This is an optimization exercise on Yosys and OpenROAD, whose aim is small area, a short achievable clock period and few clock cycles per item, not a production implementation. Function was checked by simulation only, so behaviour that the tests miss may differ from the original.

Setup of run A:
Design IIR, start of the top module:
module IIR #(
    parameter DW = 24,
    parameter CFGAW = 32,
    parameter CFGDW = 32,
    parameter COEFW = 18,
    parameter COEFQ = 16,
    parameter ORDER = 6,
    parameter STAGE_ORDER = 2
) (
    input  logic clk,
    input  logic rst,
    input  logic signed [DW-1:0] s_axis_tdata,
    input  logic s_axis_tvalid,
    output logic s_axis_tready,
    output logic signed [DW-1:0] m_axis_tdata,
    output logic m_axis_tvalid,
    input  logic m_axis_tready,
    input  logic cyc_i,
    input  logic stb_i,
    input  logic we_i,
    output logic ack_o,
    output logic stall_o,
    input  logic [CFGAW-1:0] addr_i,
    input  logic signed [CFGDW-1:0] data_i,
    output logic signed [CFGDW-1:0] data_o
);
For scale: roughly 20000 cells after synthesis, roughly 1200 flip-flops, ~160 I/O pins.
clock: 8.0 ns
lec_check: 0
cap_margin: 20
core_margin: 2
core_utilization: 40
setup_slack_margin: 1.5
slew_margin: 20
run.sh (not shown) runs the stock make flow with config.mk's settings and CLKGATE_MAP_FILE= SYNTH_SCRIPT=/design/flow/synth_recipe.tcl, a recipe that flattens the netlist after the stock synthesis.
Testbench counts of run A, summed over its fixed seeds: cycles 2,104, items 2,048.
The inputs of run B differ from those of run A as listed below.
Settings: swapping 1.5 for 2.2 in SETUP_SLACK_MARGIN.
### Flow results
Clock-buffer cell count, run A and run B, lower one = run A.
A launch point of the critical path of wb_regs_i.regs[16][4] is what run A shows, while wb_regs_i.sels[4][2] belongs to run B.
Run B reached the final stage; the timing, DRC and antenna checks on its layout passed.
Run A went all the way through synthesis, placement and routing and the layout is clean on timing, DRC and antenna.
The lower minimum period implied by the final worst setup slack of run A and run B is in run B.
Across both runs, final instance count without filler cells was higher for run B than for run A.
Re non-clock buffer count: run A and run B aren't equal, and the lower value belongs to run A.
Run A has a lower average vias per placed instance than run B.
Wire length, run B vs run A: up by a few percent
Run B vs run A — logic depth of the worst path, buffers included rose 1.
The following lists how run C was set up differently from run B:
Settings: SETUP_SLACK_MARGIN now 1.9, was 2.2.
[summary]
Status | run C and run B | clean. Run B -> run C: detailed router's first-iteration violation count decreased by a little under 10%. Of run C and run B, the lower routed wire length belongs to run C. Global-route usage: run B vs run C — no meaningful difference. Run comparison: run B destination of the critical timing path sos[2].iir_core_i.y1[19]; run C destination of the critical timing path sos[2].iir_core_i.y1[21]. Changes observed in run C relative to run B: critical path depth went down by 4.2%; number of non-clock buffers in the layout has decreased. | fraction of registers with async set/reset | run B vs run C | ≈ equal |. Of run C and run B, the run reporting the higher clock-buffer cell count was run C. Mean routed wirelength per cell of run C is on par with run B.

* * *

Setup of lane 4:
Another version of the RTL of IIR (not shown whole).
Size: ~0.19 mm2 of cells after synthesis.
==> flow/config.mk <==
export PLATFORM = sky130hd
export DESIGN_NAME = IIR
export DESIGN_NICKNAME = IIR
export VERILOG_FILES = /design/flow/design.v
export SDC_FILE = /design/flow/constraint.sdc
export NUM_CORES = 4
export LEC_CHECK = 0
export CAP_MARGIN = 20
export CORE_MARGIN = 2
export CORE_UTILIZATION = 40
export SLEW_MARGIN = 20
==> flow/constraint.sdc <==
create_clock -name core_clock -period 8.0 [get_ports {clk}]
set_input_delay 1.6000 -clock core_clock [delete_from_list [all_inputs] [get_ports {clk}]]
set_output_delay 1.6000 -clock core_clock [all_outputs]
set_load 0.01 [all_outputs]
Lane 4 ended with every stage complete and zero timing, DRC or antenna violations.
Testbench counts of lane 4, summed over its fixed seeds: cycles 2,104, items 2,048.
Input-level comparison between lane 5 and lane 4:
Settings: setting SETUP_SLACK_MARGIN to 2.5 for the first time.
Notes after the runs:
| number of clock-tree buffers in the layout | lane 5 vs lane 4 | 5.2% higher |
Going from lane 4 to lane 5, least setup slack across all paths after layout higher, final cell count went up, count of nets after finishing went up by 469.
The run showing the smaller per-cell routed wire length is lane 4.

* * *

old:
Another version of the RTL of IIR (not shown whole).
For scale: ~20000 cells after synthesis, about 160 I/O pins, roughly 190000 um^2 of cells after synthesis.
Design IIR, start of the top module:
module IIR #(
    parameter DW = 24,
    parameter CFGAW = 32,
    parameter CFGDW = 32,
    parameter COEFW = 18,
    parameter COEFQ = 16,
    parameter ORDER = 6,
    parameter STAGE_ORDER = 2
) (
    input  logic clk,
    input  logic rst,
    input  logic signed [DW-1:0] s_axis_tdata,
    input  logic s_axis_tvalid,
    output logic s_axis_tready,
    output logic signed [DW-1:0] m_axis_tdata,
    output logic m_axis_tvalid,
    input  logic m_axis_tready,
    input  logic cyc_i,
    input  logic stb_i,
    input  logic we_i,
    output logic ack_o,
    output logic stall_o,
    input  logic [CFGAW-1:0] addr_i,
    input  logic signed [CFGDW-1:0] data_i,
    output logic signed [CFGDW-1:0] data_o
);
make LEC_CHECK=0 CAP_MARGIN=20 CORE_MARGIN=2 CORE_UTILIZATION=55 SETUP_SLACK_MARGIN=1.9 SLEW_MARGIN=20 finish   # period 8.0 ns
old went all the way through synthesis, placement and routing and the layout is clean on timing, DRC and antenna.
Testbench counts of old, summed over its fixed seeds: cycles 2,104, items 2,048.
Setup changes, old to new
-- flow/config.mk --
<<< old, line 9
export CORE_MARGIN = 2
export CORE_UTILIZATION = 55
export SETUP_SLACK_MARGIN = 1.9
>>> new, line 9
export CORE_MARGIN = 2
export CORE_UTILIZATION = 40
export SETUP_SLACK_MARGIN = 1.9
### Flow results
- old went all the way through the flow, and no timing, DRC or antenna check failed.
- Per the final summary, new finished and its layout is clean on timing, DRC and antenna.
- Re post-detailed-route DRC marker count: no difference whatsoever between old and new.
- Compared with old, new shows a lower multi-input gate share of total cell area.
- The run showing the smaller share of post-route cells with drive strength above 1 is old.

* * *

== the reference run ==
Another version of the RTL of IIR (not shown whole).
For scale: roughly 160 I/O pins, roughly 190000 µm² of cells after synthesis.
export LEC_CHECK = 0
export CAP_MARGIN = 20
export CORE_MARGIN = 2
export CORE_UTILIZATION = 40
export SETUP_SLACK_MARGIN = 2.5
export SLEW_MARGIN = 20
create_clock -name core_clock -period 8.0 [get_ports {clk}]
The reference run completed every stage of the flow, and the final layout passed the timing, DRC and antenna checks.
Testbench counts of the reference run, summed over its fixed seeds: cycles 2,104, items 2,048.
Here is what was changed in the inputs of the trial run compared with the reference run.
Settings: changing SETUP_SLACK_MARGIN from 2.5 to 1.9.
--- outcome ---
No stage failed in the trial run, and the final checks on the layout all came back clean. Summary of the comparison: total wire length is lower in the trial run, relative to the reference run. Wire length of the first global-routing pass, the trial run vs the reference run: down by a few percent. The trial run vs the reference run: worst stage delay on the critical path up in the trial run. Between the reference run and the trial run, post-synthesis to final-layout area growth decreased. Area fraction of clock buffers and clock inverters: the reference run vs the trial run, no meaningful difference. More vias were needed by the reference run than by the trial run.

## what the ideal ports hide
In the flow no input, the clock included, has a driving cell. The finished layouts below were timed again as built, in two steps. Step 1 assumes that a clkbuf_16 drives the clock port and a buf_2 every other input. Step 2, shift: input delay + t, output delay - t, t = (earliest + latest rising clock arrival at the registers) / 2. This alone moves slack from input paths to output paths. Slacks: no drivers / after step 1 / after step 2; pairs: no drivers / after step 1.
| run | t (ns) | slack for setup (ns) | hold slack, ns | worst register clock-pin slew, ns | worst data-port slew with drivers (ns) |
|---|---|---|---|---|---|
| run A | 1.048 | 1.674 / 1.674 / 1.071 | 0.449 / 0.449 / 0.449 | 0.08 / 0.08 | 0.29 |
| run B | 1.026 | 2.052 / 2.010 / 0.984 | 0.448 / 0.448 / 0.448 | 0.07 / 0.07 | 0.33 |
| run C | 1.052 | 2.000 / 2.000 / 1.028 | 0.447 / 0.447 / 0.447 | 0.08 / 0.08 | 0.32 |
| lane 4 | 1.015 | 0.538 / 0.538 / 0.538 | 0.450 / 0.450 / 0.450 | 0.07 / 0.07 | 0.30 |
| lane 5 | 1.006 | 1.324 / 1.324 / 1.324 | 0.450 / 0.450 / 0.450 | 0.07 / 0.07 | 0.35 |
| old | 1.019 | 1.738 / 1.762 / 0.742 | 0.449 / 0.449 / 0.449 | 0.08 / 0.08 | 0.23 |
| new | 1.050 | 1.719 / 1.719 / 1.074 | 0.447 / 0.447 / 0.447 | 0.08 / 0.08 | 0.25 |
| the reference run | 1.016 | 2.048 / 2.048 / 1.266 | 0.448 / 0.448 / 0.448 | 0.08 / 0.08 | 0.35 |
| the trial run | 1.057 | 1.891 / 1.891 / 1.021 | 0.449 / 0.449 / 0.449 | 0.08 / 0.08 | 0.32 |
After both steps setup and hold are still met in every run listed. The setup slack of run B, which loses most, moves by -0.042 ns with the drivers and by -1.068 ns with both steps.
